This design comes from an exercise in tuning for small area and a short achievable clock period on the open sky130 flow, not from production work.
Function was checked by simulation only, so behaviour that the tests miss may differ from the original.
Power and IR drop assume default switching activity.

<file path="flow/run.sh">
#!/bin/bash
# Standard ORFS layout, with the port buffers made from the smallest buffer cell.
set -euo pipefail
export BUFFER_PORTS_ARGS="-buffer_cell sky130_fd_sc_hd__buf_1"
bash standard.sh > flow_make.log 2>&1
</file>
<file path="config.mk">
export PLATFORM = sky130hd
export DESIGN_NAME = ahb_bus_matrix
export DESIGN_NICKNAME = ahb_bus_matrix
export VERILOG_FILES = /design/flow/design.v
export SDC_FILE = /design/flow/constraint.sdc
export NUM_CORES = 4
export LEC_CHECK = 0
export CAP_MARGIN = 20
export CORE_AREA = 6 6 194 194
export DIE_AREA = 0 0 200 200
export SETUP_SLACK_MARGIN = 1.0
export SLEW_MARGIN = 20
</file>
<file path="design.v">
module ahb_bus_matrix
(
  input HBUSREQx0,
  input HBUSREQx1,
  input HBUSREQx2,
  input HBUSREQx3,
  input HLOCKx0,
  input HLOCKx1,
  input HLOCKx2,
  input HLOCKx3,
  input [1:0] HTRANSx0,
  input [1:0] HTRANSx1,
  input [1:0] HTRANSx2,
  input [1:0] HTRANSx3,
  input [31:0] HADDRx0,
  input [31:0] HADDRx1,
  input [31:0] HADDRx2,
  input [31:0] HADDRx3,
  input HWRITEx0,
  input HWRITEx1,
  input HWRITEx2,
  input HWRITEx3,
  input [2:0] HSIZEx0,
  input [2:0] HSIZEx1,
  input [2:0] HSIZEx2,
  input [2:0] HSIZEx3,
  input [2:0] HBURSTx0,
  input [2:0] HBURSTx1,
  input [2:0] HBURSTx2,
  input [2:0] HBURSTx3,
  input [31:0] HWDATAx0,
  input [31:0] HWDATAx1,
  input [31:0] HWDATAx2,
  input [31:0] HWDATAx3,
  input HREADYx0,
  input HREADYx1,
  input HREADYx2,
  input HREADYx3,
  input HREADYx4,
  input HREADYx5,
  input HREADYx6,
  input [1:0] HRESPx0,
  input [1:0] HRESPx1,
  input [1:0] HRESPx2,
  input [1:0] HRESPx3,
  input [1:0] HRESPx4,
  input [1:0] HRESPx5,
  input [1:0] HRESPx6,
  input [31:0] HRDATAx0,
  input [31:0] HRDATAx1,
  input [31:0] HRDATAx2,
  input [31:0] HRDATAx3,
  input [31:0] HRDATAx4,
  input [31:0] HRDATAx5,
  input [31:0] HRDATAx6, 
  input [3:0] HSPLITx0,
  input [3:0] HSPLITx1,
  input [3:0] HSPLITx2,
  input [3:0] HSPLITx3,
  input [3:0] HSPLITx4,
  input [3:0] HSPLITx5,
  input [3:0] HSPLITx6,
  output HGRANTx0,
  output HGRANTx1,
  output HGRANTx2,
  output HGRANTx3,
  output HSELx0,
  output HSELx1,
  output HSELx2,
  output HSELx3,
  output HSELx4,
  output HSELx5,
  output HSELx6,
  input HRESETn,
  input HCLK,
  output [1:0] HTRANS,
  output [31:0] HADDR,
  output HWRITE,
  output [2:0] HSIZE,
  output [2:0] HBURST,
  output [31:0] HWDATA,
  output HREADY,
  output [1:0] HRESP,
  output [31:0] HRDATA,
  output [3:0] HMASTER,
  output HMASTLOCK
);
reg [1:0] grant_x;     
reg [3:0] hm_x;        
reg [1:0] hmd;         
reg       fixlen;      
reg       split_q;     
reg       retry_q;     
reg [5:0] count;       
reg [3:0] mask_n;      
wire [1:0] grant    = grant_x ^ 2'b01;
wire [3:0] hm_oh    = hm_x ^ 4'b0010;
wire [3:0] req_mask = ~mask_n;
wire a0 = hm_oh[0];
wire a1 = hm_oh[1];
wire a2 = hm_oh[2];
wire a3 = hm_oh[3];
assign HADDR  = ({32{a0}} & HADDRx0)  | ({32{a1}} & HADDRx1)  |
                ({32{a2}} & HADDRx2)  | ({32{a3}} & HADDRx3);
assign HWRITE = (a0 & HWRITEx0) | (a1 & HWRITEx1) |
                (a2 & HWRITEx2) | (a3 & HWRITEx3);
assign HTRANS = ({2{a0}} & HTRANSx0) | ({2{a1}} & HTRANSx1) |
                ({2{a2}} & HTRANSx2) | ({2{a3}} & HTRANSx3);
assign HSIZE  = ({3{a0}} & HSIZEx0)  | ({3{a1}} & HSIZEx1)  |
                ({3{a2}} & HSIZEx2)  | ({3{a3}} & HSIZEx3);
assign HBURST = ({3{a0}} & HBURSTx0) | ({3{a1}} & HBURSTx1) |
                ({3{a2}} & HBURSTx2) | ({3{a3}} & HBURSTx3);
wire [1:0] hm = {a2 | a3, a1 | a3};
wire d0 = (hmd == 2'd0);
wire d1 = (hmd == 2'd1);
wire d2 = (hmd == 2'd2);
wire d3 = (hmd == 2'd3);
assign HWDATA = ({32{d0}} & HWDATAx0) | ({32{d1}} & HWDATAx1) |
                ({32{d2}} & HWDATAx2) | ({32{d3}} & HWDATAx3);
function [6:0] dec;
  input [3:0] a;
  begin
    dec[0] = a[3] | (a[2:0] == 3'd0) | (a[2:0] == 3'd7);
    dec[1] = (a == 4'h1);
    dec[2] = (a == 4'h2);
    dec[3] = (a == 4'h3);
    dec[4] = (a == 4'h4);
    dec[5] = (a == 4'h5);
    dec[6] = (a == 4'h6);
  end
endfunction
wire [6:0] dm0 = dec(HADDRx0[31:28]);
wire [6:0] dm1 = dec(HADDRx1[31:28]);
wire [6:0] dm2 = dec(HADDRx2[31:28]);
wire [6:0] dm3 = dec(HADDRx3[31:28]);
wire [6:0] hsel = ({7{a0}} & dm0) | ({7{a1}} & dm1) |
                  ({7{a2}} & dm2) | ({7{a3}} & dm3);
assign {HSELx6, HSELx5, HSELx4, HSELx3, HSELx2, HSELx1, HSELx0} = hsel;
reg [6:0] ss_x;
wire [6:0] ss_oh = ss_x ^ 7'b0000001;
always @(posedge HCLK or negedge HRESETn) begin
  if (!HRESETn)     ss_x <= 7'd0;
  else if (HREADY)  ss_x <= hsel ^ 7'b0000001;
end
wire s0 = ss_oh[0];
wire s1 = ss_oh[1];
wire s2 = ss_oh[2];
wire s3 = ss_oh[3];
wire s4 = ss_oh[4];
wire s5 = ss_oh[5];
wire s6 = ss_oh[6];
assign HRDATA = ({32{s0}} & HRDATAx0) | ({32{s1}} & HRDATAx1) |
                ({32{s2}} & HRDATAx2) | ({32{s3}} & HRDATAx3) |
                ({32{s4}} & HRDATAx4) | ({32{s5}} & HRDATAx5) |
                ({32{s6}} & HRDATAx6);
assign HRESP  = ({2{s0}} & HRESPx0) | ({2{s1}} & HRESPx1) |
                ({2{s2}} & HRESPx2) | ({2{s3}} & HRESPx3) |
                ({2{s4}} & HRESPx4) | ({2{s5}} & HRESPx5) |
                ({2{s6}} & HRESPx6);
assign HREADY = (s0 & HREADYx0) | (s1 & HREADYx1) |
                (s2 & HREADYx2) | (s3 & HREADYx3) |
                (s4 & HREADYx4) | (s5 & HREADYx5) |
                (s6 & HREADYx6);
wire g0 = (grant == 2'd0);
wire g1 = (grant == 2'd1);
wire g2 = (grant == 2'd2);
wire g3 = (grant == 2'd3);
assign HGRANTx0 = g0;
assign HGRANTx1 = g1;
assign HGRANTx2 = g2;
assign HGRANTx3 = g3;
wire locked = (g0 & HLOCKx0) | (g1 & HLOCKx1) | (g2 & HLOCKx2) | (g3 & HLOCKx3);
assign HMASTLOCK = locked;
assign HMASTER   = {2'b00, hm};
wire busreq = (g0 & HBUSREQx0) | (g1 & HBUSREQx1) | (g2 & HBUSREQx2) | (g3 & HBUSREQx3);
wire t_idle   = (HTRANS == 2'b00);
wire t_busy   = (HTRANS == 2'b01);
wire t_nonseq = (HTRANS == 2'b10);
wire t_seq    = (HTRANS == 2'b11);
reg [5:0] next_count;
always @(*) begin
  case (HTRANS)
    2'b10: begin
      case (HBURST)
        3'b000: next_count = HREADY ? 6'h0 : 6'h1;
        3'b001:   next_count = 6'h20;
        3'b010,
        3'b011:  next_count = HREADY ? 6'h3 : 6'h4;
        3'b100,
        3'b101:  next_count = HREADY ? 6'h7 : 6'h8;
        default:        next_count = HREADY ? 6'hf : 6'h10;
      endcase
    end
    2'b01: next_count = count;
    2'b00: next_count = 6'h0;
    default:      next_count = (HREADY && !count[5]) ? count - 6'd1 : count;
  endcase
end
always @(posedge HCLK or negedge HRESETn) begin
  if (!HRESETn) count <= 6'h0;
  else          count <= next_count;
end
wire cnt_le1 = t_nonseq ? (HBURST == 3'b000) :
               (t_seq && HREADY && !count[5]) ? (count[5:2] == 4'd0 && count[1:0] != 2'd0 && count[1:0] != 2'd3) :
               (count[5:1] == 5'd0);
wire degrant = !busreq | t_idle | (fixlen & !locked & cnt_le1) | split_q | retry_q;
wire resp_split = (HRESP == 2'b11);
wire to_dummy = (locked & resp_split) |
                (g1 & resp_split & !HBUSREQx2 & !HBUSREQx3) |
                (req_mask == 4'b0);
wire [1:0] next_grant = (HBUSREQx3 & req_mask[3]) ? 2'd3 :
                        (HBUSREQx2 & req_mask[2]) ? 2'd2 : 2'd1;
always @(posedge HCLK or negedge HRESETn) begin
  if (!HRESETn)      grant_x <= 2'd0;
  else if (to_dummy) grant_x <= 2'd0 ^ 2'b01;
  else if (degrant)  grant_x <= next_grant ^ 2'b01;
end
wire [3:0] grant_oh = {g3, g2, g1, g0};
always @(posedge HCLK or negedge HRESETn) begin
  if (!HRESETn) begin
    hm_x <= 4'd0;
    hmd  <= 2'd0;
  end else if (HREADY) begin
    hm_x <= grant_oh ^ 4'b0010;
    hmd  <= hm;
  end
end
always @(posedge HCLK or negedge HRESETn) begin
  if (!HRESETn) begin
    fixlen  <= 1'b0;
    split_q <= 1'b0;
    retry_q <= 1'b0;
  end else begin
    fixlen  <= (HBURST != 3'b001);
    split_q <= resp_split;
    retry_q <= (HRESP == 2'b10);
  end
end
wire [3:0] hsplit = HSPLITx0 | HSPLITx1 | HSPLITx2 | HSPLITx3 |
                    HSPLITx4 | HSPLITx5 | HSPLITx6;
always @(posedge HCLK or negedge HRESETn) begin
  if (!HRESETn) mask_n <= 4'b0000;
  else          mask_n <= ~((req_mask | hsplit) & ~({4{split_q}} & hm_oh));
end
endmodule
</file>
<file path="standard.sh">
#!/bin/bash
# synth_recipe.tcl (not shown) runs the flow's synth.tcl, then flattens the netlist and writes it again
# the make line also repeats each setting of config.mk as NAME=value (left out here)
make -C /OpenROAD-flow-scripts/flow DESIGN_CONFIG=/design/flow/config.mk WORK_HOME=/design/flow/orfs CLKGATE_MAP_FILE= SYNTH_SCRIPT=/design/flow/synth_recipe.tcl "${@:-finish}"
</file>
<file path="constraint.sdc">
create_clock -name core_clock -period 4.0 [get_ports {HCLK}]
set_input_delay 0.8000 -clock core_clock [delete_from_list [all_inputs] [get_ports {HCLK}]]
set_output_delay 0.8000 -clock core_clock [all_outputs]
set_load 0.01 [all_outputs]
</file>
==> results.sh, run 1 <==
export IMPL_grt_use_total_pct=18.9
export IMPL_synth_mux_area_fraction_pct=18.7
export IMPL_skew_ps=9.88
export IMPL_final_period_utilization_pct=73.9
export IMPL_grt_start_max_net_pins=34
export IMPL_place_congestion=1.00
export IMPL_cp_arrival_ps=2150
export IMPL_pin_count=699
export IMPL_synthSimpleGateAreaFrac_pct=17.2
export IMPL_end_kind="output pin"
export IMPL_grt_pass1_wl_um=55200
export IMPL_synth_top_family_by_area="compound AO/OA/AOI/OAI gates"
export IMPL_crit_path_cell_trace="inv_1 > buf_4 > a222oi_1 > nand3_1 > buf_1"
export IMPL_synth_compound_area_share_pct=41.5
export IMPL_fmax_ghz=0.338
export IMPL_status="finished clean"
export IMPL_cp_slowest_cell="a222oi_1"
export IMPL_die_y_um=200
export IMPL_cp_max_fo=33
export IMPL_io_buffers=696
export IMPL_synthAdderAreaFrac_pct=0.538
export IMPL_stdcell_area_um2=7960
export IMPL_vias_per_cell=5.02
export IMPL_cts_tree="yes"
export IMPL_ys_ff_latch=28
export IMPL_max_slew_margin_rel_pct=39.1
export IMPL_detail_route_antenna_nets=0
export IMPL_hold_buffers=0
export IMPL_slew_violations=0
export IMPL_nets=1761
export IMPL_antenna_found_initial=34
export IMPL_nFillCells=3925
export IMPL_leakagePower_nw=2.59
export IMPL_place_ws_ps=1250
export IMPL_wire_per_inst_um=25.8
export IMPL_setup_violations=0
export IMPL_synth_cell_area_um2=4650
export IMPL_ys_top_cells_by_area="mux4_2 (16%), dfrtp_1 (15%), a22oi_1 (12%)"
export IMPL_clk_pin_slew_ps=90
export IMPL_ys_seq_area_share_pct=15.1
export IMPL_setup_tns_ps=0
export IMPL_fp_dieW_um=200
export IMPL_cts_root_buf="clkbuf_16"
export IMPL_async_reset_ff_share_pct=100
export IMPL_postLayoutSetupSlackWorst_ps=1050
export IMPL_cpPeakStageDelay_ps=700
export IMPL_critPathLaunchType="register"
export IMPL_syn_inst=517
export IMPL_place_hpwl_um=37600
export IMPL_rsz0062_at_grt="false"
export IMPL_drc_errors=0
export IMPL_synthFlopType="dfrtp_1"
export IMPL_synth_edff_count=0
export IMPL_vias=8281
export IMPL_cts_made_buffers=3
export IMPL_hp_class="reg2reg"
export IMPL_num_rows=68
export IMPL_yosysWarnings=1
export IMPL_area_growth_pct=71.1
export IMPL_clock_latency_ps=280
export IMPL_synth_cell_types=61
export IMPL_clock_sinks=28
export IMPL_synth_top_area_share_pct=16.0
export IMPL_finalHoldViolCount=0
export IMPL_netlist_top_cell_by_area="mux4_2"
export IMPL_avgSynthCellArea_um2=9.00
export IMPL_gr_total_overflow=0
export IMPL_netlist_top_cells_count="a22oi_1 (72), a22o_1 (44), clkbuf_1 (42)"
export IMPL_maxCapViolCount=0
export IMPL_grt_pass1_vias=7978
export IMPL_firstDrtPassIters=7
export IMPL_initial_core_util_pct=13.4
export IMPL_peakVddDrop_mv=0.289
export IMPL_drtIter0Drc=1092
export IMPL_synthXorXnorAreaFrac_pct=0.941
export IMPL_htree_levels=1
export IMPL_post_route_util_pct=23.0
export IMPL_yosysMostFrequentCell="a22oi_1"
export IMPL_worstPathRequired_ps=3200
export IMPL_fin_crit_ps=2950
export IMPL_ctsLongestPathBuffers=2
export IMPL_routed_wirelength_um=42600
export IMPL_critPathKind="reg2out"
export IMPL_core_area_um2=34600
export IMPL_worst_pin_slew_ps=914
export IMPL_cp_buffers_inverters=3
export IMPL_drive_above_1_share_pct=7.69
export IMPL_pwr_density_cell_nw_per_um2=643
export IMPL_critPathTopFamily="compound AO/OA/AOI/OAI gates"
export IMPL_dieArea_um2=40000
export IMPL_placed_area_um2=7820
==> cells in the final DEF, fill, tap and decap left out, types with 16 or more instances in the layout <==
master    count
buf_4        23
dfrtp_1      22
a222oi_1     34
buf_1       695
nand3_1      40
a22oi_1      72
a221o_1      40
a22o_1       44
nor2_1       22
nand2_1      16
mux4_2       33
==> per-layer routing <==
metal | vias to the layer above | global-route usage, % | part of all wire, %
li1 | 3598 | - | -
met1 | 3906 | 24.9 | 39
met2 | 668 | 27.2 | 42
met3 | 73 | 11.4 | 17
met4 | 36 | 2.43 | 1.4
met5 | - | 0 | 0.53
==> per-stage QoR <==
step,cells,hold WS [ps],total power [mW]
3_5_place_dp,1634,498,4.75
6_report,1650,519,5.12
5_1_grt,1638,535,5.46
2_1_floorplan,518,479,3.12
3_3_place_gp,1634,492,4.73
4_1_cts,1638,521,5.12
==> final timing paths <==
kind                         start    endpoint  slack [ps]  cells past startpoint
setup / recovery           ss_x[0]  HRDATA[18]        1050                      5
hold / removal              hmd[1]      hmd[1]         520                      1
setup reg to reg           hm_x[3]  grant_x[0]        1460                      7
hold reg to reg             hmd[1]      hmd[1]         520                      1
max in group asynchronous  HRESETn      hmd[0]        2730                      1
min in group asynchronous  HRESETn   mask_n[1]         630                      1
==> report_power, final <==
| part | internal [mW] | leakage, nW | switching (mW) |
|---|---|---|---|
| Combinational | 1.71 | 2.20 | 2.23 |
| Clock | 0.201 | 0.0512 | 0.130 |
| Sequential | 0.408 | 0.345 | 0.437 |
==> registers in the layout, summed over array words and instances, names as in the netlist <==
name     count
grant_x      2
count        6
fixlen       1
hmd          2
hm_x         4
mask_n       4
retry_q      1
split_q      1
ss_x         7
==> layout make-up <==
type | count | area (um2) | area share (%)
inverter | 9 | 33.8 | 0.424
clock buffer | 3 | 75.1 | 0.943
multi-input combinational | 421 | 3680 | 46.3
timing repair buffer | 721 | 2830 | 35.5
clock inverter | 1 | 30.0 | 0.377
tap | 455 | 569 | 7.15
sequential | 28 | 716 | 8.99
antenna | 12 | 30.0 | 0.377
==> kinds of logic after synthesis <==
kind of cell / count (synthesis)
other: 1
and+or+nand+nor: 145
xor gates and xnor gates: 5
DFF: 28
adders and majority gates: 2
AOI/OAI and AO/OA: 224
muxes: 43
buffers and inverters: 69
==> repair_timing <==
action	4_1_cts	5_1_grt
endpoints found under the setup margin	2	18
gates resized for setup	1	4
buffers inserted	0	0
pin swaps	1	0
==> run 2, diff against run 1 <==
==> flow/run.sh (replaced) <==
#!/bin/bash
# Standard ORFS layout, with the port buffers made from the smallest buffer
# cell and I/O pins on met3 (left/right) and met2 or met4 (top/bottom).
set -euo pipefail
export BUFFER_PORTS_ARGS="-buffer_cell sky130_fd_sc_hd__buf_1"
export IO_PLACER_H="met3"
export IO_PLACER_V="met2 met4"
bash standard.sh > flow_make.log 2>&1
--- a/config.mk
+++ b/config.mk
@@ -6,7 +6,7 @@
 export NUM_CORES = 4
 export LEC_CHECK = 0
 export CAP_MARGIN = 20
-export CORE_AREA = 6 6 194 194
-export DIE_AREA = 0 0 200 200
+export CORE_AREA = 4 4 156 156
+export DIE_AREA = 0 0 160 160
 export SETUP_SLACK_MARGIN = 1.0
 export SLEW_MARGIN = 20
==> run 2 against run 1 <==
Clock-buffer cell count grew 1. Critical path type unchanged. Highest routed layer is now met4. Still clean on timing, DRC and antenna. Largest cell class unchanged. First-iteration DRC count shrank 15%. Clock skew grew 2.1 ps.
==> results.sh, run 2 <==
export IMPL_status="finished clean"
export IMPL_synth_mux_area_fraction_pct=18.7
export IMPL_vias=8318
export IMPL_multi_input_area_um2=3680
export IMPL_switchingPower_mw=2.84
export IMPL_pwr_share_seq_pct=16.8
export IMPL_ys_ff_latch=28
export IMPL_clkPwrFrac_pct=4.6
export IMPL_max_slew_margin_rel_pct=43.0
export IMPL_cts_root_buf="clkbuf_16"
export IMPL_whs_path_depth=2
export IMPL_skew_ps=12.0
export IMPL_drc_errors=0
export IMPL_yosysMostFrequentCell="a22oi_1"
export IMPL_synth_top_family_by_area="compound AO/OA/AOI/OAI gates"
export IMPL_hp_class="reg2reg"
export IMPL_critPathLaunchType="register"
export IMPL_end_kind="output pin"
export IMPL_synth_edff_count=0
export IMPL_grt_pass1_wl_um=60300
export IMPL_largest_registers="ss_x (7), count (6)"
export IMPL_clock_sinks=28
export IMPL_pin_count=699
export IMPL_cp_buffers_inverters=2
export IMPL_ys_seq_area_share_pct=15.1
export IMPL_worst_path_stages=4
export IMPL_critPathKind="reg2out"
export IMPL_setup_tns_ps=0
export IMPL_drtIter0Drc=925
export IMPL_cpPeakStageDelay_ps=770
export IMPL_synthSimpleGateAreaFrac_pct=17.2
export IMPL_switching_share_pct=56.1
export IMPL_io_buffers=696
export IMPL_cp_arrival_ps=2130
export IMPL_ys_top_cells_by_area="mux4_2 (16%), dfrtp_1 (15%), a22oi_1 (12%)"
export IMPL_core_area_um2=22700
export IMPL_grt_use_total_pct=31.6
export IMPL_final_cell_mix="buf_1 (695), a22oi_1 (72), a22o_1 (44), nand3_1 (40), a221o_1 (40)"
export IMPL_synth_top_area_share_pct=16.0
export IMPL_yosysWarnings=1
export IMPL_synth_cell_types=61
export IMPL_finalHoldViolCount=0
export IMPL_netlist_top_cell_by_area="mux4_2"
export IMPL_rr_worst_depth=6
export IMPL_maxCapViolCount=0
export IMPL_async_reset_ff_share_pct=100
export IMPL_detail_route_antenna_nets=0
export IMPL_pwr_density_cell_nw_per_um2=657
export IMPL_initial_core_util_pct=20.5
export IMPL_worstPathRequired_ps=3200
export IMPL_r2r_end="grant_x[0]"
export IMPL_nFillCells=2641
export IMPL_setup_violations=0
export IMPL_worst_pin_slew_ps=855
export IMPL_htree_levels=1
export IMPL_r2r_start="ss_x[2]"
export IMPL_drive_above_1_share_pct=7.47
export IMPL_fmax_ghz=0.342
export IMPL_antenna_found_initial=23
export IMPL_cp_endpoint="HRDATA[26]"
export IMPL_die_y_um=160
export IMPL_intPower_mw=2.22
export IMPL_crit_path_cell_trace="buf_4 > a222oi_1 > nand3_1 > buf_1"
export IMPL_leakagePower_nw=2.56
export IMPL_largest_reg_flops=7
export IMPL_area_growth_pct=65.5
export IMPL_cts_tree="yes"
export IMPL_critPathTopFamily="compound AO/OA/AOI/OAI gates"
export IMPL_slew_violations=0
export IMPL_clock_latency_ps=270
export IMPL_place_congestion=1.04
export IMPL_synth_cell_area_um2=4650
export IMPL_grt_pass1_vias=8453
export IMPL_gr_total_overflow=0
export IMPL_num_rows=55
export IMPL_grt_start_max_net_pins=47
export IMPL_routed_wirelength_um=43800
export IMPL_cp_slowest_cell="a222oi_1"
export IMPL_fp_dieW_um=160
export IMPL_netlist_top_cells_count="a22oi_1 (72), a22o_1 (44), clkbuf_1 (42)"
export IMPL_vias_per_cell=5.61
export IMPL_final_common_cell="buf_1"
export IMPL_ff2ff_setup_slack_ps=1400
export IMPL_peakVddDrop_mv=0.242
export IMPL_synthAdderAreaFrac_pct=0.538
export IMPL_place_hpwl_um=37900
export IMPL_firstDrtPassIters=9
export IMPL_wire_per_inst_um=29.5
export IMPL_hold_buffers=0
export IMPL_fin_crit_ps=2930
export IMPL_nets=1756
export IMPL_ctsLongestPathBuffers=2
export IMPL_avgSynthCellArea_um2=9.00
export IMPL_synthXorXnorAreaFrac_pct=0.941
export IMPL_regArea_um2=717
export IMPL_stdcell_area_um2=7700
export IMPL_synthFlopType="dfrtp_1"
export IMPL_synth_compound_area_share_pct=41.5
export IMPL_cp_max_fo=13
export IMPL_final_period_utilization_pct=73.1
export IMPL_regMostFlops="ss_x"
export IMPL_rsz0062_at_grt="false"
export IMPL_fin_hold_ws_ps=541
export IMPL_clk_pin_slew_ps=70
export IMPL_dieArea_um2=25600
export IMPL_cts_made_buffers=3
export IMPL_cp_startpoint="ss_x[3]"
export IMPL_syn_inst=517
export IMPL_placed_area_um2=7540
export IMPL_combPwrFrac_pct=78.6
[run 2: final cells by class]
type	count	area share [%]
antenna	21	0.682
clock buffer	4	1.02
inverter	9	0.439
multi-input combinational	421	47.8
sequential	28	9.31
tap	285	4.63
timing repair buffer	716	36.1
[run 2: how the worst min path moves through the flow]
stage,from,to,slack (ps)
3_3_place_gp,ss_x[0],ss_x[0],510
6_report,ss_x[0],ss_x[0],540
2_1_floorplan,ss_x[0],ss_x[0],480
3_5_place_dp,ss_x[0],ss_x[0],540
4_1_cts,ss_x[0],ss_x[0],550
5_1_grt,ss_x[0],ss_x[0],610
[run 2: layer usage]
| layer | global-route usage [%] | wire (um) |
|---|---|---|
| met2 | 50.5 | 20500 |
| met3 | 7.07 | 3560 |
| met1 | 38.1 | 16500 |
| met5 | 3.22 | 0 |
| met4 | 20.1 | 3280 |
[run 2: power groups by stage]
stage	clock [mW]	combinational (mW)	sequential, mW
floorplan	0	2.65	0.467
global placement	0	3.92	0.859
detailed placement	0	3.90	0.859
CTS	0.244	3.93	0.857
global route	0.255	4.23	0.883
finish	0.234	3.98	0.849
[run 2: cell families after synthesis]
group	Yosys count
compound gates	224
xor+xnor	5
fa+ha+maj	2
buf+inv	69
flops	28
mux	43
other cells	1
simple gates	145
[run 2: worst reg2reg max path: stages (launching register included)]
cell and delay [ps]:
dfrtp_2 560, a222oi_1 640, nand4_1 390, a31oi_4 280, o2111a_1 200, o211ai_2 110, mux2_4 310
[run 2: metrics by stage]
stage	power [mW]	std cells	setup WS (ps)	utilization, %
after floorplan	3.12	518	1420	-
after global placement	4.78	1457	1090	33.2
after detailed placement	4.76	1457	1060	33.2
after CTS	5.03	1461	947	33.6
after global routing	5.36	1484	1040	33.9
final	5.06	1484	1070	33.9
[run 2: timing repair]
action | CTS | global route
setup buffers | 0 | 2
pin swaps | 2 | 2
setup endpoints to repair | 4 | 9
resized for setup | 1 | 6
==> run 3, diff against run 2 <==
==> flow/run.sh (replaced) <==
#!/bin/bash
# Standard ORFS layout, with:
# - the port buffers made from the smallest buffer cell,
# - I/O pins on met3 (left/right) and met2 or met4 (top/bottom),
# - the pins of each multiplexed output bit kept together.
set -euo pipefail
export BUFFER_PORTS_ARGS="-buffer_cell sky130_fd_sc_hd__buf_1"
export IO_PLACER_H="met3"
export IO_PLACER_V="met2 met4"
export PLACE_PINS_ARGS="$(cat flow/pin_groups.txt)"
bash standard.sh > flow_make.log 2>&1
==> flow/pin_groups.txt (new file) <==
-group_pins {HRDATAx0[0] HRDATAx1[0] HRDATAx2[0] HRDATAx3[0] HRDATAx4[0] HRDATAx5[0] HRDATAx6[0] HRDATA[0]} -group_pins {HADDRx0[0] HADDRx1[0] HADDRx2[0] HADDRx3[0] HADDR[0]} -group_pins {HWDATAx0[0] HWDATAx1[0] HWDATAx2[0] HWDATAx3[0] HWDATA[0]} -group_pins {HRDATAx0[1] HRDATAx1[1] HRDATAx2[1] HRDATAx3[1] HRDATAx4[1] HRDATAx5[1] HRDATAx6[1] HRDATA[1]} -group_pins {HADDRx0[1] HADDRx1[1] HADDRx2[1] HADDRx3[1] HADDR[1]} -group_pins {HWDATAx0[1] HWDATAx1[1] HWDATAx2[1] HWDATAx3[1] HWDATA[1]} -group_pins {HRDATAx0[2] HRDATAx1[2] HRDATAx2[2] HRDATAx3[2] HRDATAx4[2] HRDATAx5[2] HRDATAx6[2] HRDATA[2]} -group_pins {HADDRx0[2] HADDRx1[2] HADDRx2[2] HADDRx3[2] HADDR[2]} -group_pins {HWDATAx0[2] HWDATAx1[2] HWDATAx2[2] HWDATAx3[2] HWDATA[2]} -group_pins {HRDATAx0[3] HRDATAx1[3] HRDATAx2[3] HRDATAx3[3] HRDATAx4[3] HRDATAx5[3] HRDATAx6[3] HRDATA[3]} -group_pins {HADDRx0[3] HADDRx1[3] HADDRx2[3] HADDRx3[3] HADDR[3]} -group_pins {HWDATAx0[3] HWDATAx1[3] HWDATAx2[3] HWDATAx3[3] HWDATA[3]} -group_pins {HRDATAx0[4] HRDATAx1[4] HRDATAx2[4] HRDATAx3[4] HRDATAx4[4] HRDATAx5[4] HRDATAx6[4] HRDATA[4]} -group_pins {HADDRx0[4] HADDRx1[4] HADDRx2[4] HADDRx3[4] HADDR[4]} -group_pins {HWDATAx0[4] HWDATAx1[4] HWDATAx2[4] HWDATAx3[4] HWDATA[4]} -group_pins {HRDATAx0[5] HRDATAx1[5] HRDATAx2[5] HRDATAx3[5] HRDATAx4[5] HRDATAx5[5] HRDATAx6[5] HRDATA[5]} -group_pins {HADDRx0[5] HADDRx1[5] HADDRx2[5] HADDRx3[5] HADDR[5]} -group_pins {HWDATAx0[5] HWDATAx1[5] HWDATAx2[5] HWDATAx3[5] HWDATA[5]} -group_pins {HRDATAx0[6] HRDATAx1[6] HRDATAx2[6] HRDATAx3[6] HRDATAx4[6] HRDATAx5[6] HRDATAx6[6] HRDATA[6]} -group_pins {HADDRx0[6] HADDRx1[6] HADDRx2[6] HADDRx3[6] HADDR[6]} -group_pins {HWDATAx0[6] HWDATAx1[6] HWDATAx2[6] HWDATAx3[6] HWDATA[6]} -group_pins {HRDATAx0[7] HRDATAx1[7] HRDATAx2[7] HRDATAx3[7] HRDATAx4[7] HRDATAx5[7] HRDATAx6[7] HRDATA[7]} -group_pins {HADDRx0[7] HADDRx1[7] HADDRx2[7] HADDRx3[7] HADDR[7]} -group_pins {HWDATAx0[7] HWDATAx1[7] HWDATAx2[7] HWDATAx3[7] HWDATA[7]} -group_pins {HRDATAx0[8] HRDATAx1[8] HRDATAx2[8] HRDATAx3[8] HRDATAx4[8] HRDATAx5[8] HRDATAx6[8] HRDATA[8]} -group_pins {HADDRx0[8] HADDRx1[8] HADDRx2[8] HADDRx3[8] HADDR[8]} -group_pins {HWDATAx0[8] HWDATAx1[8] HWDATAx2[8] HWDATAx3[8] HWDATA[8]} -group_pins {HRDATAx0[9] HRDATAx1[9] HRDATAx2[9] HRDATAx3[9] HRDATAx4[9] HRDATAx5[9] HRDATAx6[9] HRDATA[9]} -group_pins {HADDRx0[9] HADDRx1[9] HADDRx2[9] HADDRx3[9] HADDR[9]} -group_pins {HWDATAx0[9] HWDATAx1[9] HWDATAx2[9] HWDATAx3[9] HWDATA[9]} -group_pins {HRDATAx0[10] HRDATAx1[10] HRDATAx2[10] HRDATAx3[10] HRDATAx4[10] HRDATAx5[10] HRDATAx6[10] HRDATA[10]} -group_pins {HADDRx0[10] HADDRx1[10] HADDRx2[10] HADDRx3[10] HADDR[10]} -group_pins {HWDATAx0[10] HWDATAx1[10] HWDATAx2[10] HWDATAx3[10] HWDATA[10]} -group_pins {HRDATAx0[11] HRDATAx1[11] HRDATAx2[11] HRDATAx3[11] HRDATAx4[11] HRDATAx5[11] HRDATAx6[11] HRDATA[11]} -group_pins {HADDRx0[11] HADDRx1[11] HADDRx2[11] HADDRx3[11] HADDR[11]} -group_pins {HWDATAx0[11] HWDATAx1[11] HWDATAx2[11] HWDATAx3[11] HWDATA[11]} -group_pins {HRDATAx0[12] HRDATAx1[12] HRDATAx2[12] HRDATAx3[12] HRDATAx4[12] HRDATAx5[12] HRDATAx6[12] HRDATA[12]} -group_pins {HADDRx0[12] HADDRx1[12] HADDRx2[12] HADDRx3[12] HADDR[12]} -group_pins {HWDATAx0[12] HWDATAx1[12] HWDATAx2[12] HWDATAx3[12] HWDATA[12]} -group_pins {HRDATAx0[13] HRDATAx1[13] HRDATAx2[13] HRDATAx3[13] HRDATAx4[13] HRDATAx5[13] HRDATAx6[13] HRDATA[13]} -group_pins {HADDRx0[13] HADDRx1[13] HADDRx2[13] HADDRx3[13] HADDR[13]} -group_pins {HWDATAx0[13] HWDATAx1[13] HWDATAx2[13] HWDATAx3[13] HWDATA[13]} -group_pins {HRDATAx0[14] HRDATAx1[14] HRDATAx2[14] HRDATAx3[14] HRDATAx4[14] HRDATAx5[14] HRDATAx6[14] HRDATA[14]} -group_pins {HADDRx0[14] HADDRx1[14] HADDRx2[14] HADDRx3[14] HADDR[14]} -group_pins {HWDATAx0[14] HWDATAx1[14] HWDATAx2[14] HWDATAx3[14] HWDATA[14]} -group_pins {HRDATAx0[15] HRDATAx1[15] HRDATAx2[15] HRDATAx3[15] HRDATAx4[15] HRDATAx5[15] HRDATAx6[15] HRDATA[15]} -group_pins {HADDRx0[15] HADDRx1[15] HADDRx2[15] HADDRx3[15] HADDR[15]} -group_pins {HWDATAx0[15] HWDATAx1[15] HWDATAx2[15] HWDATAx3[15] HWDATA[15]} -group_pins {HRDATAx0[16] HRDATAx1[16] HRDATAx2[16] HRDATAx3[16] HRDATAx4[16] HRDATAx5[16] HRDATAx6[16] HRDATA[16]} -group_pins {HADDRx0[16] HADDRx1[16] HADDRx2[16] HADDRx3[16] HADDR[16]} -group_pins {HWDATAx0[16] HWDATAx1[16] HWDATAx2[16] HWDATAx3[16] HWDATA[16]} -group_pins {HRDATAx0[17] HRDATAx1[17] HRDATAx2[17] HRDATAx3[17] HRDATAx4[17] HRDATAx5[17] HRDATAx6[17] HRDATA[17]} -group_pins {HADDRx0[17] HADDRx1[17] HADDRx2[17] HADDRx3[17] HADDR[17]} -group_pins {HWDATAx0[17] HWDATAx1[17] HWDATAx2[17] HWDATAx3[17] HWDATA[17]} -group_pins {HRDATAx0[18] HRDATAx1[18] HRDATAx2[18] HRDATAx3[18] HRDATAx4[18] HRDATAx5[18] HRDATAx6[18] HRDATA[18]} -group_pins {HADDRx0[18] HADDRx1[18] HADDRx2[18] HADDRx3[18] HADDR[18]} -group_pins {HWDATAx0[18] HWDATAx1[18] HWDATAx2[18] HWDATAx3[18] HWDATA[18]} -group_pins {HRDATAx0[19] HRDATAx1[19] HRDATAx2[19] HRDATAx3[19] HRDATAx4[19] HRDATAx5[19] HRDATAx6[19] HRDATA[19]} -group_pins {HADDRx0[19] HADDRx1[19] HADDRx2[19] HADDRx3[19] HADDR[19]} -group_pins {HWDATAx0[19] HWDATAx1[19] HWDATAx2[19] HWDATAx3[19] HWDATA[19]} -group_pins {HRDATAx0[20] HRDATAx1[20] HRDATAx2[20] HRDATAx3[20] HRDATAx4[20] HRDATAx5[20] HRDATAx6[20] HRDATA[20]} -group_pins {HADDRx0[20] HADDRx1[20] HADDRx2[20] HADDRx3[20] HADDR[20]} -group_pins {HWDATAx0[20] HWDATAx1[20] HWDATAx2[20] HWDATAx3[20] HWDATA[20]} -group_pins {HRDATAx0[21] HRDATAx1[21] HRDATAx2[21] HRDATAx3[21] HRDATAx4[21] HRDATAx5[21] HRDATAx6[21] HRDATA[21]} -group_pins {HADDRx0[21] HADDRx1[21] HADDRx2[21] HADDRx3[21] HADDR[21]} -group_pins {HWDATAx0[21] HWDATAx1[21] HWDATAx2[21] HWDATAx3[21] HWDATA[21]} -group_pins {HRDATAx0[22] HRDATAx1[22] HRDATAx2[22] HRDATAx3[22] HRDATAx4[22] HRDATAx5[22] HRDATAx6[22] HRDATA[22]} -group_pins {HADDRx0[22] HADDRx1[22] HADDRx2[22] HADDRx3[22] HADDR[22]} -group_pins {HWDATAx0[22] HWDATAx1[22] HWDATAx2[22] HWDATAx3[22] HWDATA[22]} -group_pins {HRDATAx0[23] HRDATAx1[23] HRDATAx2[23] HRDATAx3[23] HRDATAx4[23] HRDATAx5[23] HRDATAx6[23] HRDATA[23]} -group_pins {HADDRx0[23] HADDRx1[23] HADDRx2[23] HADDRx3[23] HADDR[23]} -group_pins {HWDATAx0[23] HWDATAx1[23] HWDATAx2[23] HWDATAx3[23] HWDATA[23]} -group_pins {HRDATAx0[24] HRDATAx1[24] HRDATAx2[24] HRDATAx3[24] HRDATAx4[24] HRDATAx5[24] HRDATAx6[24] HRDATA[24]} -group_pins {HADDRx0[24] HADDRx1[24] HADDRx2[24] HADDRx3[24] HADDR[24]} -group_pins {HWDATAx0[24] HWDATAx1[24] HWDATAx2[24] HWDATAx3[24] HWDATA[24]} -group_pins {HRDATAx0[25] HRDATAx1[25] HRDATAx2[25] HRDATAx3[25] HRDATAx4[25] HRDATAx5[25] HRDATAx6[25] HRDATA[25]} -group_pins {HADDRx0[25] HADDRx1[25] HADDRx2[25] HADDRx3[25] HADDR[25]} -group_pins {HWDATAx0[25] HWDATAx1[25] HWDATAx2[25] HWDATAx3[25] HWDATA[25]} -group_pins {HRDATAx0[26] HRDATAx1[26] HRDATAx2[26] HRDATAx3[26] HRDATAx4[26] HRDATAx5[26] HRDATAx6[26] HRDATA[26]} -group_pins {HADDRx0[26] HADDRx1[26] HADDRx2[26] HADDRx3[26] HADDR[26]} -group_pins {HWDATAx0[26] HWDATAx1[26] HWDATAx2[26] HWDATAx3[26] HWDATA[26]} -group_pins {HRDATAx0[27] HRDATAx1[27] HRDATAx2[27] HRDATAx3[27] HRDATAx4[27] HRDATAx5[27] HRDATAx6[27] HRDATA[27]} -group_pins {HADDRx0[27] HADDRx1[27] HADDRx2[27] HADDRx3[27] HADDR[27]} -group_pins {HWDATAx0[27] HWDATAx1[27] HWDATAx2[27] HWDATAx3[27] HWDATA[27]} -group_pins {HRDATAx0[28] HRDATAx1[28] HRDATAx2[28] HRDATAx3[28] HRDATAx4[28] HRDATAx5[28] HRDATAx6[28] HRDATA[28]} -group_pins {HADDRx0[28] HADDRx1[28] HADDRx2[28] HADDRx3[28] HADDR[28]} -group_pins {HWDATAx0[28] HWDATAx1[28] HWDATAx2[28] HWDATAx3[28] HWDATA[28]} -group_pins {HRDATAx0[29] HRDATAx1[29] HRDATAx2[29] HRDATAx3[29] HRDATAx4[29] HRDATAx5[29] HRDATAx6[29] HRDATA[29]} -group_pins {HADDRx0[29] HADDRx1[29] HADDRx2[29] HADDRx3[29] HADDR[29]} -group_pins {HWDATAx0[29] HWDATAx1[29] HWDATAx2[29] HWDATAx3[29] HWDATA[29]} -group_pins {HRDATAx0[30] HRDATAx1[30] HRDATAx2[30] HRDATAx3[30] HRDATAx4[30] HRDATAx5[30] HRDATAx6[30] HRDATA[30]} -group_pins {HADDRx0[30] HADDRx1[30] HADDRx2[30] HADDRx3[30] HADDR[30]} -group_pins {HWDATAx0[30] HWDATAx1[30] HWDATAx2[30] HWDATAx3[30] HWDATA[30]} -group_pins {HRDATAx0[31] HRDATAx1[31] HRDATAx2[31] HRDATAx3[31] HRDATAx4[31] HRDATAx5[31] HRDATAx6[31] HRDATA[31]} -group_pins {HADDRx0[31] HADDRx1[31] HADDRx2[31] HADDRx3[31] HADDR[31]} -group_pins {HWDATAx0[31] HWDATAx1[31] HWDATAx2[31] HWDATAx3[31] HWDATA[31]} -group_pins {HRESPx0[0] HRESPx1[0] HRESPx2[0] HRESPx3[0] HRESPx4[0] HRESPx5[0] HRESPx6[0] HRESP[0]} -group_pins {HTRANSx0[0] HTRANSx1[0] HTRANSx2[0] HTRANSx3[0] HTRANS[0]} -group_pins {HRESPx0[1] HRESPx1[1] HRESPx2[1] HRESPx3[1] HRESPx4[1] HRESPx5[1] HRESPx6[1] HRESP[1]} -group_pins {HTRANSx0[1] HTRANSx1[1] HTRANSx2[1] HTRANSx3[1] HTRANS[1]} -group_pins {HREADYx0 HREADYx1 HREADYx2 HREADYx3 HREADYx4 HREADYx5 HREADYx6 HREADY} -group_pins {HWRITEx0 HWRITEx1 HWRITEx2 HWRITEx3 HWRITE} -group_pins {HSIZEx0[0] HSIZEx1[0] HSIZEx2[0] HSIZEx3[0] HSIZE[0]} -group_pins {HBURSTx0[0] HBURSTx1[0] HBURSTx2[0] HBURSTx3[0] HBURST[0]} -group_pins {HSIZEx0[1] HSIZEx1[1] HSIZEx2[1] HSIZEx3[1] HSIZE[1]} -group_pins {HBURSTx0[1] HBURSTx1[1] HBURSTx2[1] HBURSTx3[1] HBURST[1]} -group_pins {HSIZEx0[2] HSIZEx1[2] HSIZEx2[2] HSIZEx3[2] HSIZE[2]} -group_pins {HBURSTx0[2] HBURSTx1[2] HBURSTx2[2] HBURSTx3[2] HBURST[2]}
==> run 3 against run 2 <==
Still clean on timing, DRC and antenna. Die area did not move. Utilization is 0.099 points lower. Register-to-register slack improved by 90 ps. Routed wire length down 34%. Synthesized cell count unchanged. Combinational power shrank 6.5%. Setup slack gained 68 ps. Sequential power decreased by 7.3%. First-iteration DRC count shrank 39%. Fmax up 2.4%. Global-route usage decreased by 11 points. Clock skew down 7.8 ps. Largest power group unchanged.
==> results.sh, run 3 <==
export IMPL_status="finished clean"
export IMPL_avgSynthCellArea_um2=9.00
export IMPL_detail_route_antenna_nets=0
export IMPL_num_rows=55
export IMPL_dieArea_um2=25600
export IMPL_initial_core_util_pct=20.5
export IMPL_cp_arrival_ps=2060
export IMPL_intPower_mw=2.26
export IMPL_yosysWarnings=1
export IMPL_io_buffers=696
export IMPL_cts_tree="yes"
export IMPL_final_period_utilization_pct=71.4
export IMPL_syn_inst=517
export IMPL_htree_levels=1
export IMPL_postLayoutSetupSlackWorst_ps=1140
export IMPL_r2r_start="ss_x[4]"
export IMPL_netlist_top_cells_count="a22oi_1 (72), a22o_1 (44), clkbuf_1 (42)"
export IMPL_switchingPower_mw=2.57
export IMPL_cts_made_buffers=3
export IMPL_maxCapViolCount=0
export IMPL_vias_per_cell=5.39
export IMPL_drtIter0Drc=563
export IMPL_rsz0062_at_grt="false"
export IMPL_drive_above_1_share_pct=7.55
export IMPL_finalPower_mw=4.83
export IMPL_synth_cell_area_um2=4650
export IMPL_setup_tns_ps=0
export IMPL_largest_reg_flops=7
export IMPL_place_hpwl_um=24600
export IMPL_r2r_end="grant_x[0]"
export IMPL_grt_use_total_pct=20.5
export IMPL_drc_errors=0
export IMPL_async_reset_ff_share_pct=100
export IMPL_worst_pin_slew_ps=875
export IMPL_synthFlopType="dfrtp_1"
export IMPL_skew_ps=4.19
export IMPL_combPwrFrac_pct=77.1
export IMPL_critPathKind="reg2out"
export IMPL_final_cell_mix="buf_1 (694), a22oi_1 (72), a22o_1 (44), nand3_1 (40), a221o_1 (40)"
export IMPL_synth_mux_area_fraction_pct=18.7
export IMPL_core_area_um2=22700
export IMPL_critPathLaunchType="register"
export IMPL_synthAdderAreaFrac_pct=0.538
export IMPL_place_congestion=0.963
export IMPL_synth_compound_area_share_pct=41.5
export IMPL_cp_slowest_cell="inv_2"
export IMPL_end_kind="output pin"
export IMPL_ys_top_cells_by_area="mux4_2 (16%), dfrtp_1 (15%), a22oi_1 (12%)"
export IMPL_crit_path_cell_trace="inv_2 > nand2_1 > nor2_1 > a22oi_1 > nand2_1 > buf_1"
export IMPL_leakagePower_nw=2.57
export IMPL_place_ws_ps=1060
export IMPL_synth_top_area_share_pct=16.0
export IMPL_post_route_util_pct=33.8
export IMPL_largest_registers="ss_x (7), count (6)"
export IMPL_wire_per_inst_um=19.8
export IMPL_hp_class="in2async"
export IMPL_nets=1757
export IMPL_cpPeakStageDelay_ps=500
export IMPL_synth_cell_types=61
export IMPL_cp_max_fo=29
export IMPL_max_slew_margin_rel_pct=41.7
export IMPL_fp_dieW_um=160
export IMPL_clk_pin_slew_ps=80
export IMPL_ys_ff_latch=28
export IMPL_ff2ff_setup_slack_ps=1490
export IMPL_switching_share_pct=53.2
export IMPL_ctsLongestPathBuffers=2
export IMPL_clkPwrFrac_pct=6.6
export IMPL_antenna_found_initial=4
export IMPL_vias=7919
export IMPL_slew_violations=0
export IMPL_clock_sinks=28
export IMPL_grt_pass1_vias=8409
export IMPL_cts_root_buf="clkbuf_16"
export IMPL_routed_wirelength_um=29100
export IMPL_cp_buffers_inverters=2
export IMPL_pwr_share_seq_pct=16.3
export IMPL_ys_seq_area_share_pct=15.1
export IMPL_regMostFlops="ss_x"
export IMPL_grt_start_max_net_pins=36
export IMPL_path_common_cell="nand2_1"
export IMPL_area_growth_pct=65.0
export IMPL_peakVddDrop_mv=0.271
export IMPL_pin_count=699
export IMPL_finalHoldViolCount=0
export IMPL_die_y_um=160
export IMPL_yosysMostFrequentCell="a22oi_1"
export IMPL_final_common_cell="buf_1"
export IMPL_synthSimpleGateAreaFrac_pct=17.2
export IMPL_rr_worst_depth=7
export IMPL_netlist_top_cell_by_area="mux4_2"
export IMPL_critPathTopFamily="buffers and inverters"
export IMPL_gr_total_overflow=0
export IMPL_fmax_ghz=0.350
export IMPL_grt_pass1_wl_um=42800
export IMPL_synth_top_family_by_area="compound AO/OA/AOI/OAI gates"
export IMPL_synth_edff_count=0
export IMPL_fin_crit_ps=2860
export IMPL_pwr_density_cell_nw_per_um2=629
export IMPL_firstDrtPassIters=8
export IMPL_synthXorXnorAreaFrac_pct=0.941
export IMPL_setup_violations=0
export IMPL_clock_latency_ps=270
export IMPL_worstPathRequired_ps=3200
## run 3: cell counts after synthesis
Identical to the previous run, type by type.
## run 3: area by class of cell
class                      instances  area (um2)
fill                            2530       15000
timing repair buffer             716        2770
antenna                            4        10.0
clock inverter                     1        30.0
timing repair inverter             1        7.51
clock buffer                       3        75.1
tap                              285         357
sequential                        28         708
inverter                           9        37.5
multi-input combinational        421        3690
## run 3: per-stage QoR
stage          cell area, um2  std cells  hold WS [ps]
6_report                 7680       1468           617
5_1_grt                  7680       1467           650
4_1_cts                  7660       1464           619
3_5_place_dp             7540       1458           517
3_3_place_gp             7540       1458           505
2_1_floorplan            4660        518           479
## run 3: timing repair
action,CTS,global route
setup buffers,1,0
endpoints found under the hold margin,0,0
resized for setup,1,3
gates cloned,1,0
hold buffers,0,0
endpoints found under the setup margin,1,17
## run 3: how the worst max path moves through the flow
stage               slack [ps]         to  cells past startpoint        start
floorplan                 1420     HREADY                      5     HREADYx2
global placement          1060     HSELx0                      5  HADDRx1[28]
detailed placement        1060     HSELx0                      5  HADDRx1[28]
CTS                       1020  HWDATA[3]                      2       hmd[0]
global route              1040     HSELx2                      4      hm_x[0]
finish                    1140     HSELx5                      6      hm_x[1]
## run 3: per-layer routing
layer / vias up / part of all wire, % / track usage (%)
met5: - / 0.36 / 2.84
met4: 2 / 6.5 / 10.2
met3: 227 / 7.9 / 5.70
met2: 523 / 50 / 36.7
met1: 3578 / 35 / 21.9
li1: 3589 / - / -
## run 3: worst reg2reg max path, stage by stage, from the launching register on
cell and delay, ps:
dfrtp_1 620, buf_4 300, a222oi_1 240, nand4_1 340
a31oi_4 280, o2111a_1 210, o211ai_2 110, mux2_4 310
## run 3: cells by family (layout without fill, tap and decap cells)
family          count (synthesis)  after routing
compound gates                224            224
mux                            43             43
flops                          28             28
xor+xnor                        5              5
simple gates                  145            145
fa+ha+maj                       2              2
buf+inv                        69            730
other cells                     1              6
## run 3: power by group through the flow
stage / logic [mW] / registers [mW] / clock network, mW
floorplan: 2.65 / 0.467 / 0
global placement: 3.67 / 0.782 / 0
detailed placement: 3.70 / 0.787 / 0
CTS: 3.73 / 0.791 / 0.335
global route: 4.05 / 0.835 / 0.342
finish: 3.72 / 0.787 / 0.317
==> run 4, diff against run 3 <==
--- a/config.mk
+++ b/config.mk
@@ -8,5 +8,5 @@
 export CAP_MARGIN = 20
 export CORE_AREA = 4 4 156 156
 export DIE_AREA = 0 0 160 160
-export SETUP_SLACK_MARGIN = 1.0
+export SETUP_SLACK_MARGIN = 1.6
 export SLEW_MARGIN = 20
==> run 4 against run 3 <==
Still clean on timing, DRC and antenna. Clock power about the same. Setup slack improved by 330 ps. Synthesized cell count unchanged. Fmax increased by 13%. Critical endpoint is now HSELx0. Largest cell class is now non-clock buffers.
==> results.sh, run 4 <==
export IMPL_area_growth_pct=102
export IMPL_cp_startpoint="HADDRx1[29]"
export IMPL_synthXorXnorAreaFrac_pct=0.941
export IMPL_gr_total_overflow=0
export IMPL_num_rows=55
export IMPL_end_kind="output pin"
export IMPL_worst_pin_slew_ps=995
export IMPL_core_area_um2=22700
export IMPL_max_slew_margin_rel_pct=33.1
export IMPL_grt_use_total_pct=22.3
export IMPL_pin_count=699
export IMPL_rr_worst_depth=9
export IMPL_placed_area_um2=7560
export IMPL_critPathLaunchType="input port"
export IMPL_nets=1844
export IMPL_io_buffers=696
export IMPL_vias=8525
export IMPL_r2r_start="hm_x[2]"
export IMPL_synth_cell_area_um2=4650
export IMPL_dieArea_um2=25600
export IMPL_detail_route_antenna_nets=0
export IMPL_ff2ff_setup_slack_ps=1550
export IMPL_synth_compound_area_share_pct=41.5
export IMPL_htree_levels=1
export IMPL_critPathTopFamily="buffers and inverters"
export IMPL_setup_violations=0
export IMPL_cp_buffers_inverters=2
export IMPL_avgSynthCellArea_um2=9.00
export IMPL_cts_tree="yes"
export IMPL_worstPathRequired_ps=3200
export IMPL_cts_made_buffers=3
export IMPL_die_y_um=160
export IMPL_final_cell_mix="buf_1 (578), a22oi_1 (68), clkbuf_2 (56), buf_4 (52), a22o_1 (44)"
export IMPL_vias_per_cell=5.50
export IMPL_hp_start="hmd[1]"
export IMPL_leakagePower_nw=3.59
export IMPL_skew_ps=6.29
export IMPL_antenna_found_initial=5
export IMPL_worst_path_stages=5
export IMPL_clock_latency_ps=280
export IMPL_yosysWarnings=1
export IMPL_cp_slowest_cell="nor3_2"
export IMPL_clk_pin_slew_ps=80
export IMPL_grt_pass1_wl_um=45500
export IMPL_initial_core_util_pct=20.5
export IMPL_finalHoldViolCount=0
export IMPL_diodes=0
export IMPL_cp_endpoint="HSELx0"
export IMPL_fp_dieW_um=160
export IMPL_regMostFlops="ss_x"
export IMPL_synth_edff_count=0
export IMPL_ctsLongestPathBuffers=2
export IMPL_pwr_density_cell_nw_per_um2=664
export IMPL_ys_seq_area_share_pct=15.1
export IMPL_cts_root_buf="clkbuf_16"
export IMPL_ys_top_cells_by_area="mux4_2 (16%), dfrtp_1 (15%), a22oi_1 (12%)"
export IMPL_drc_errors=0
export IMPL_peakVddDrop_mv=0.302
export IMPL_synth_top_family_by_area="compound AO/OA/AOI/OAI gates"
export IMPL_largest_reg_flops=7
export IMPL_status="finished clean"
export IMPL_maxCapViolCount=0
export IMPL_place_congestion=0.918
export IMPL_final_period_utilization_pct=63.2
export IMPL_hp_class="reg2reg"
export IMPL_netlist_top_cells_count="a22oi_1 (72), a22o_1 (44), clkbuf_1 (42)"
export IMPL_drive_above_1_share_pct=26.4
export IMPL_grt_start_max_net_pins=37
export IMPL_netlist_top_cell_by_area="mux4_2"
export IMPL_wire_per_inst_um=21.6
export IMPL_firstDrtPassIters=12
export IMPL_synth_mux_area_fraction_pct=18.7
export IMPL_largest_registers="ss_x (7), count (6)"
export IMPL_place_inst=1461
export IMPL_synthFlopType="dfrtp_1"
export IMPL_syn_inst=517
export IMPL_cp_max_fo=7
export IMPL_final_cells=1551
export IMPL_place_hpwl_um=25000
export IMPL_hold_buffers=0
export IMPL_routed_wirelength_um=33500
export IMPL_fin_crit_ps=2530
export IMPL_setup_tns_ps=0
export IMPL_synthSimpleGateAreaFrac_pct=17.2
export IMPL_fmax_ghz=0.396
export IMPL_synth_cell_types=61
export IMPL_cpPeakStageDelay_ps=260
export IMPL_synthAdderAreaFrac_pct=0.538
export IMPL_clock_sinks=28
export IMPL_slew_violations=0
export IMPL_synth_top_area_share_pct=16.0
export IMPL_stdcell_area_um2=9420
export IMPL_rsz0062_at_grt="true"
export IMPL_yosysMostFrequentCell="a22oi_1"
export IMPL_ys_ff_latch=28
export IMPL_critPathKind="in2out"
export IMPL_final_common_cell="buf_1"
export IMPL_async_reset_ff_share_pct=100
export IMPL_drtIter0Drc=730
export IMPL_crit_path_cell_trace="buf_2 > nor3_2 > nor3_2 > o2111ai_2 > buf_2"
export IMPL_r2r_end="grant_x[0]"
export IMPL_cp_arrival_ps=1730
export IMPL_grt_pass1_vias=8506
-- run 4: cell counts after synthesis --
No cell type changed its count.
-- run 4: per-layer routing --
layer  wire length (um)  track usage (%)
met1              11800             24.4
met2              17100             40.8
met3               2390             4.67
met4               2160             11.0
met5                 25                0
-- run 4: layout make-up --
class | count | area [um2]
Tap cell | 285 | 357
Multi-Input combinational cell | 421 | 3950
Inverter | 9 | 38.8
Sequential cell | 28 | 729
Timing Repair Buffer | 804 | 4240
Clock inverter | 1 | 30.0
Clock buffer | 3 | 75.1
Fill cell | 2325 | 13300
-- run 4: per-stage QoR --
stage / setup slack [ps] / util (%) / total power, mW / hold slack, ps
6_report: 1470 / 41.5 / 6.25 / 535
5_1_grt: 1420 / 41.5 / 6.63 / 551
4_1_cts: 1470 / 38.4 / 5.63 / 516
3_5_place_dp: 1190 / 33.3 / 4.53 / 498
3_3_place_gp: 1200 / 33.3 / 4.49 / 495
2_1_floorplan: 1500 / - / 3.13 / 479
-- run 4: worst min path at each step --
stage	end	slack, ps	cells past startpoint
after floorplan	ss_x[0]	480	2
after global placement	hmd[1]	490	1
after detailed placement	hmd[1]	500	1
after CTS	hmd[1]	520	1
after global routing	hmd[1]	550	1
final	hmd[1]	540	1
-- run 4: worst reg2reg max path, cell delays in order (launching register included) --
cell      delay [ps]
dfrtp_4          490
buf_12           170
buf_12           130
a22o_1           210
a221o_1          300
buf_6            140
nor4b_4          310
nor3_2            90
o211ai_2         190
mux2_4           310
-- run 4: power breakdown --
part	switching (mW)	internal, mW
Sequential	0.257	0.423
Combinational	2.57	2.68
Clock	0.119	0.200
Total	2.95	3.30
-- run 4: cell families after synthesis --
| family | Yosys count |
|---|---|
| mux | 43 |
| other cells | 1 |
| xor+xnor | 5 |
| simple gates | 145 |
| buf+inv | 69 |
| fa+ha+maj | 2 |
| compound gates | 224 |
| flops | 28 |
-- run 4: repair_timing --
item | in CTS | in global routing
setup buffers | 54 | 22
pin swaps | 53 | 52
resized for setup | 159 | 144
cloned | 4 | 6
setup endpoints to repair | 128 | 117
==> run 5, diff against run 4 <==
--- a/config.mk
+++ b/config.mk
@@ -8,5 +8,5 @@
 export CAP_MARGIN = 20
 export CORE_AREA = 4 4 156 156
 export DIE_AREA = 0 0 160 160
-export SETUP_SLACK_MARGIN = 1.6
+export SETUP_SLACK_MARGIN = 1.5
 export SLEW_MARGIN = 20
==> run 5 against run 4 <==
Utilization shrank 2.7 points. Clock-buffer cell count is the same. Final cell count shrank 0.84%. Largest cell class is now multi-input combinational cells. Highest routed layer unchanged.
==> results.sh, run 5 <==
export IMPL_status="finished clean"
export IMPL_clkPwrFrac_pct=5.4
export IMPL_io_buffers=696
export IMPL_place_congestion=0.894
export IMPL_wl_met1_um=12000
export IMPL_yosysMostFrequentCell="a22oi_1"
export IMPL_final_cell_mix="buf_1 (632), a22oi_1 (71), buf_4 (56), a22o_1 (44), nand3_1 (40)"
export IMPL_end_kind="output pin"
export IMPL_met3_length_um=2530
export IMPL_place_hpwl_um=24200
export IMPL_num_rows=55
export IMPL_grt_pass1_vias=8322
export IMPL_htree_levels=1
export IMPL_wl_met2_um=16000
export IMPL_hp_class="reg2reg"
export IMPL_slew_violations=0
export IMPL_clock_sinks=28
export IMPL_critPathKind="in2out"
export IMPL_grt_start_max_net_pins=34
export IMPL_clk_pin_slew_ps=70
export IMPL_cts_made_buffers=3
export IMPL_pwr_density_cell_nw_per_um2=667
export IMPL_pwr_share_seq_pct=11.2
export IMPL_ys_top_cells_by_area="mux4_2 (16%), dfrtp_1 (15%), a22oi_1 (12%)"
export IMPL_antenna_found_initial=7
export IMPL_initial_core_util_pct=20.5
export IMPL_regMostFlops="ss_x"
export IMPL_vias=8434
export IMPL_worst_pin_slew_ps=830
export IMPL_synth_top_area_share_pct=16.0
export IMPL_finalPower_mw=5.87
export IMPL_netlist_top_cells_count="a22oi_1 (72), a22o_1 (44), clkbuf_1 (42)"
export IMPL_leakagePower_nw=3.24
export IMPL_switching_share_pct=48.7
export IMPL_peakVddDrop_mv=0.278
export IMPL_synth_cell_types=61
export IMPL_nFillCells=2396
export IMPL_intPower_mw=3.01
export IMPL_area_growth_pct=89.0
export IMPL_rsz0062_at_grt="true"
export IMPL_critPathLaunchType="input port"
export IMPL_yosysWarnings=1
export IMPL_routed_top_layer="met5"
export IMPL_skew_ps=10.9
export IMPL_avgSynthCellArea_um2=9.00
export IMPL_fin_crit_ps=2560
export IMPL_synth_cell_area_um2=4650
export IMPL_routed_wirelength_um=32600
export IMPL_max_slew_margin_rel_pct=44.7
export IMPL_ctsLongestPathBuffers=2
export IMPL_finalHoldViolCount=0
export IMPL_grt_pass1_wl_um=45000
export IMPL_maxCapViolCount=0
export IMPL_switchingPower_mw=2.85
export IMPL_synthFlopType="dfrtp_1"
export IMPL_netlist_top_cell_by_area="mux4_2"
export IMPL_pin_count=699
export IMPL_fmax_ghz=0.391
export IMPL_combPwrFrac_pct=83.4
export IMPL_largest_registers="ss_x (7), count (6)"
export IMPL_setup_violations=0
export IMPL_setup_tns_ps=0
export IMPL_cp_max_fo=4
export IMPL_vias_per_cell=5.48
export IMPL_final_period_utilization_pct=63.9
export IMPL_detail_route_antenna_nets=0
export IMPL_largest_reg_flops=7
export IMPL_worstPathRequired_ps=3200
export IMPL_grt_use_total_pct=22.0
export IMPL_wire_per_inst_um=21.2
export IMPL_cts_tree="yes"
export IMPL_cp_arrival_ps=1760
export IMPL_fp_dieW_um=160
export IMPL_synth_edff_count=0
export IMPL_drive_above_1_share_pct=19.8
export IMPL_gr_total_overflow=0
export IMPL_firstDrtPassIters=8
export IMPL_final_common_cell="buf_1"
export IMPL_ys_seq_area_share_pct=15.1
export IMPL_dieArea_um2=25600
export IMPL_fin_hold_ws_ps=515
export IMPL_nets=1828
export IMPL_syn_inst=517
export IMPL_ys_ff_latch=28
export IMPL_async_reset_ff_share_pct=100
export IMPL_core_area_um2=22700
export IMPL_cts_root_buf="clkbuf_16"
export IMPL_clock_latency_ps=280
export IMPL_drc_errors=0
export IMPL_drtIter0Drc=681
export IMPL_die_y_um=160
run 5: path summary, 6_finish.rpt:
kind | from | to | slack (ps) | depth (start not counted)
worst max-delay path | HADDRx2[31] | HSELx5 | 1440 | 6
worst min-delay path | hmd[1] | hmd[1] | 510 | 1
worst max register to register | ss_x[5] | grant_x[0] | 1570 | 9
worst min register to register | hmd[1] | hmd[1] | 510 | 1
max in group asynchronous | HRESETn | hm_x[0] | 2780 | 1
min in group asynchronous | HRESETn | count[0] | 610 | 1
run 5: kinds of logic (layout without fill, tap and decap cells):
| family | count (synthesis) | after routing | synth area share, % |
|---|---|---|---|
| other | 1 | 5 | 0.0806 |
| DFF | 28 | 28 | 15.1 |
| AOI/OAI and AO/OA | 224 | 224 | 41.5 |
| adders and majority gates | 2 | 2 | 0.538 |
| buffers and inverters | 69 | 801 | 5.86 |
| muxes | 43 | 43 | 18.7 |
| and+or+nand+nor | 145 | 145 | 17.2 |
| xor gates and xnor gates | 5 | 5 | 0.941 |
run 5: worst max-delay path, stage by stage:
cell and delay (ps):
buf_4 140, nand3b_1 260, nor3b_2 230, a21oi_1 80, nand2_1 80, buf_2 150
run 5: area by class of cell:
type,count,area (um2),area share [%]
Sequential cell,28,732,8.32
Timing Repair inverter,1,6.26,0.0711
Timing Repair Buffer,787,3740,42.5
Tap cell,285,357,4.05
Antenna cell,3,7.51,0.0853
Multi-Input combinational cell,421,3810,43.3
Clock buffer,3,75.1,0.853
Clock inverter,1,30.0,0.341
Inverter,9,41.3,0.469
run 5: what timing repair did:
| action | 4_1_cts | 5_1_grt |
|---|---|---|
| hold buffers | 0 | 0 |
| gates cloned | 3 | 4 |
| resized for setup | 74 | 94 |
| pin swaps | 12 | 23 |
| setup buffers | 43 | 26 |
| endpoints found under the setup margin | 123 | 78 |
run 5: per-stage QoR:
step	area [um2]	instances	setup slack [ps]	util [%]
finish	8800	1538	1440	38.7
CTS	8280	1505	1400	36.4
global route	8800	1538	1400	38.7
global placement	7520	1455	1140	33.1
floorplan	4670	518	1500	-
detailed placement	7520	1455	1160	33.1
run 5: metal layers:
| layer | vias up | global-route usage [%] |
|---|---|---|
| met2 | 586 | 38.4 |
| met5 | - | 0 |
| met3 | 232 | 5.39 |
| met1 | 3875 | 25.2 |
| met4 | 6 | 10.8 |
| li1 | 3735 | - |
run 5: power groups by stage:
stage,sequential [mW],combinational (mW),clock (mW)
floorplan,0.467,2.66,0
global placement,0.870,3.57,0
detailed placement,0.871,3.58,0
CTS,0.669,4.44,0.328
global route,0.675,5.25,0.340
finish,0.659,4.89,0.315

separate check: timing with driven ports:
The results above use ideal ports. As a check the final layouts listed here were re-extracted and re-timed, cells and wires unchanged. Step 1 (the two cells are an assumption about what drives the block):
set clk [get_ports {HCLK}]
set_driving_cell -lib_cell sky130_fd_sc_hd__clkbuf_16 $clk
set_driving_cell -lib_cell sky130_fd_sc_hd__buf_2 [delete_from_list [all_inputs] $clk]
Step 2 adds t to the input delays and takes it off the output delays; t is the mean of the earliest and latest rising clock arrival at the registers after step 1. Input paths then give back, and output paths get back, about the clock's delay inside the block. Three values: no drivers, after step 1, after step 2; two values: the first two.
run	shift t [ns]	slack for setup (ns)	latest minus earliest clock arrival (ns)	slew at the worst register clock pin (ns)
run 1	0.320	1.046 / 1.004 / 1.212	0.010 / 0.010	0.09 / 0.09
run 2	0.300	1.074 / 1.008 / 1.008	0.012 / 0.012	0.07 / 0.07
run 3	0.304	1.142 / 1.110 / 1.127	0.004 / 0.005	0.08 / 0.08
run 4	0.322	1.473 / 1.423 / 1.312	0.006 / 0.007	0.08 / 0.08
run 5	0.305	1.442 / 1.375 / 1.240	0.011 / 0.011	0.08 / 0.08
After both steps every run listed still meets setup and hold. For run 5, which loses most, drivers alone change the setup slack by -0.067 ns; drivers and shift together by -0.202 ns.
